Background: an optimization exercise with open tools, aiming at small area and a short achievable clock period. Do not read the settings as production practice.
No functional check of the RTL was part of any run shown here.

==> flow/design.v, too long to show whole: its modules and the start of the top module <==
// module izhikevich: 4993 lines
module izhikevich (clk, a, b, c, d, v, u, i, v_prime, u_prime, fired);
  // ...
==> flow/run.sh <==
#!/bin/bash
# synth_recipe.tcl (not shown) runs the flow's synth.tcl, then flattens the netlist and writes it again
# the make line also repeats each setting of config.mk as NAME=value (left out here)
make -C /OpenROAD-flow-scripts/flow DESIGN_CONFIG=/design/flow/config.mk WORK_HOME=/design/flow/orfs CLKGATE_MAP_FILE= SYNTH_SCRIPT=/design/flow/synth_recipe.tcl finish
==> flow/config.mk <==
export PLATFORM = sky130hd
export DESIGN_NAME = izhikevich
export DESIGN_NICKNAME = izhikevich
export VERILOG_FILES = /design/flow/design.v
export SDC_FILE = /design/flow/constraint.sdc
export NUM_CORES = 4
export LEC_CHECK = 0
export CAP_MARGIN = 20
export CORE_MARGIN = 2
export CORE_UTILIZATION = 40
export SLEW_MARGIN = 20
==> flow/constraint.sdc <==
create_clock -name core_clock -period 24.0 [get_ports {clk}]
set_input_delay 4.8000 -clock core_clock [delete_from_list [all_inputs] [get_ports {clk}]]
set_output_delay 4.8000 -clock core_clock [all_outputs]
set_load 0.01 [all_outputs]
==> reports/qor.csv, run 1 <==
metric,value,unit
slew_viol_final,0,
netlist-cell-type-count,92,
syn_inst,3390,
worst_setup_path_start_kind,input port,
yosysMostFrequentCell,inv_1,
instances_no_fill,4420,
ys.flop_type,dfxtp_1,
synth_top_area_share,0.339,
num_rows,98,
synth-simple-area-share,0.166,
layout_commonest_cell,inv_1,
use_met2,0.369,
fin_nets,4419,
drc,0,
whs,5.03,ns
critPathMaxFanout,18,
gp_congestion,0.954,
cp_slowest_cell,clkdlybuf4s50_1,
hp-start,c[14],
synth_top_area_cell,fa_1,
status,"complete, no violations",
yosys_register_bits,35,
cts_hold_buf,0,
wl_met3,4860,um
clockRootBuffer,clkbuf_16,
cp.arrival,20.57,ns
drt_pass1_iterations,5,
setup_tns,0,ns
maxCapViolations,0,
==> run 2: changes to the inputs <==
--- a/flow/config.mk
+++ b/flow/config.mk
@@ -5,6 +5,7 @@
 export SDC_FILE = /design/flow/constraint.sdc
 export NUM_CORES = 4
 export LEC_CHECK = 0
+export ABC_CLOCK_PERIOD_IN_PS = 2000
 export CAP_MARGIN = 20
 export CORE_MARGIN = 2
 export CORE_UTILIZATION = 40
==> run 2 against run 1 <==
Net effect: still clean; count of clock-buffer cells in the layout is the same; wire length unchanged; first-iteration DRC count unchanged; critical path type unchanged; largest cell class unchanged.
==> reports/qor.csv, run 2 <==
metric,value,unit,change
status,"complete, no violations",,
synth-async-reset-ratio,0,,
cp_top_family,adder cells,,
synth_top_area_cell,fa_1,,
synth_edf_count,0,,
synthMuxAreaShare,0.0123,,
num_vias,22900,,
fin_crit_sh,0.850,,
start_util,0.405,,
synth_fa_ha_area_frac,0.485,,
maxCapViolations,0,,unchanged
syn_area_per_cell,8.56,um^2,
yosys-top-cells-count,"inv_1, fa_1, nand2_1, ha_1, and2_1",,
dp_hpwl,65400,um,
cts_setup_buffers,0,,
critPathMaxFanout,18,,unchanged
synth-simple-area-share,0.166,,unchanged
netlist-cell-type-count,92,,unchanged
chipHeight,273,um,
rsz0062_at_grt,false,,
port_buffers,154,,
grt_pass1_wl,132000,um,
cts_max_path_buffers,2,,
overflow,0,,
gp_congestion,0.954,,unchanged
clk_pin_slew,0.07,ns,
required,24.17,ns,
setup_viol,0,,
die_w,273,um,
worst_setup_path_start_kind,input port,,
layout_common_cells,"inv_1, fa_1, nand2_1",,
hold_violations,0,,
post-route-min-period,20.40,ns,
drc,0,,unchanged
detail_route.wl_per_cell,18.6,um,
final_area,31800,um^2,
maxSlewHeadroom,0.273,,
clock-sinks,35,,
pin_count,155,,
fin_nets,4419,,unchanged
layout_commonest_cell,inv_1,,
yosysMostFrequentCell,inv_1,,
cts_resized,0,,
top_regs,"u_prime (17), v_prime (17), fired (1)",,
tritoncts,built,,
ant_nets,0,,
cts_hold_buf,0,,unchanged
yosysSeqAreaShare,0.0241,,
synth_top_area_share,0.339,,unchanged
synth_compound_area_frac,0.0926,,
fillers,7208,,
drt_iter0_drc,1294,,
viasPerCell,5.17,,
grt_max_degree,43,,
num_rows,98,,unchanged
synth.area.top_cells,"fa_1, ha_1, inv_1",,
yosys_warnings,1,,
syn_inst,3390,,unchanged
holdCritPathClass,in -> reg,,
synth_top_family_by_area,adder cells,,
instances_no_fill,4420,,unchanged
synthesis.nets,4340,,
antenna_found_initial,0,,
core-area,71600,um^2,
crit_buf_inv,7,,
htree_num_levels,2,,
dpl_cell_area,31700,um^2,
area_delta_synth_final,9.66,%,
synth-xor-area-share,0.124,,
clockRootBuffer,clkbuf_16,,
grt_usage,0.224,,
crit_type,in -> reg,,
finalWirelength,82400,um,
worst_pin_slew,1.09,ns,
setup_tns,0,ns,unchanged
die-area,74700,um^2,
drt_pass1_iterations,5,,unchanged
numCtsBuffers,5,,
cp.arrival,20.57,ns,about the same
cp_slowest_cell,clkdlybuf4s50_1,,
antennaDiodeCount,0,,
drive_above_1_share,0.0337,,
slew_viol_final,0,,unchanged
grt_pass1_vias,23800,,
placed_cells_incl_taps,4412,,
path_common_cell,fa_1,,
critPathCaptureType,flip-flop,,
syn-cell-area,29000,um^2,
crit_path_max_incr_delay,1.03,ns,
max_clock_freq,49.0,MHz,
ys.flop_type,dfxtp_1,,
yosys_register_bits,35,,unchanged
## run 2: cell counts after synthesis
Identical to the previous run, type by type.
## run 2: cells by family (layout without fill, tap and decap cells)
logic type | Yosys count | count (layout)
AND/OR/NAND/NOR | 973 | 973
flip-flops | 35 | 35
XOR/XNOR | 396 | 396
AO/OA/AOI/OAI | 390 | 390
buffers and inverters | 730 | 810
multiplexers | 35 | 35
adder cells (fa/ha/maj) | 831 | 831
## run 2: worst paths after layout
check / from / endpoint / slack [ns] / cells after the start
worst min-delay path: c[14] / v_prime[14] / 5.03 / 3
worst max-delay path: v[3] / u_prime[15] / 3.60 / 62
## run 2: layout make-up
cell class	instances	area, um^2	share of cell area
inverter	595	2230	0.0702
timing repair buffer	207	1930	0.0608
clock buffer	6	139	0.00436
multi-input combinational	2625	25600	0.804
tap	950	1190	0.0373
clock inverter	2	35.0	0.00110
sequential	35	701	0.0220
## run 2: stage by stage
step | utilization | setup WS, ns | hold slack, ns
floorplan | - | 5.09 | 4.91
global placement | 0.442 | 3.56 | 5.34
detailed placement | 0.442 | 3.37 | 5.33
CTS | 0.444 | 3.64 | 5.03
global route | 0.444 | 2.66 | 5.07
finish | 0.444 | 3.60 | 5.03
## run 2: tightest hold or removal path, cell delays in order
cell and delay [ns]:
clkdlybuf4s50_1 0.40, inv_1 0.05, nor2_1 0.03
## run 2: routing by layer
metal	vias to the layer above	track usage	routed length [um]
met1	11400	0.319	38600
met5	-	0	0
li1	10800	-	-
met2	633	0.369	37500
met3	77	0.0284	4860
met4	0	0.0370	1310

re-timing with driven ports:
The results above use ideal ports. As a check the final layouts listed here were re-extracted and re-timed, cells and wires unchanged.
Step 1 sets driving cells, clkbuf_16 on the clock port and buf_2 on the other inputs (assumed; they add their load-dependent delay and slew).
Step 2 adds t to the input delays and takes it off the output delays; t is the mean of the earliest and latest rising clock arrival at the registers after step 1. Input paths then give back, and output paths get back, about the clock's delay inside the block.
a / b / c = no drivers / after step 1 / after step 2; a / b = the first two.
| run | t, ns | setup WS [ns] | hold slack, ns | worst setup path at the end | latest minus earliest clock arrival (ns) |
|---|---|---|---|---|---|
| run 1 | 0.339 | 3.601 / 3.540 / 3.201 | 5.027 / 5.009 / 5.347 | input to register | 0.011 / 0.011 |
| run 2 | 0.339 | 3.601 / 3.540 / 3.201 | 5.027 / 5.009 / 5.347 | input to register | 0.011 / 0.011 |
After both steps setup and hold are still met in every run listed.
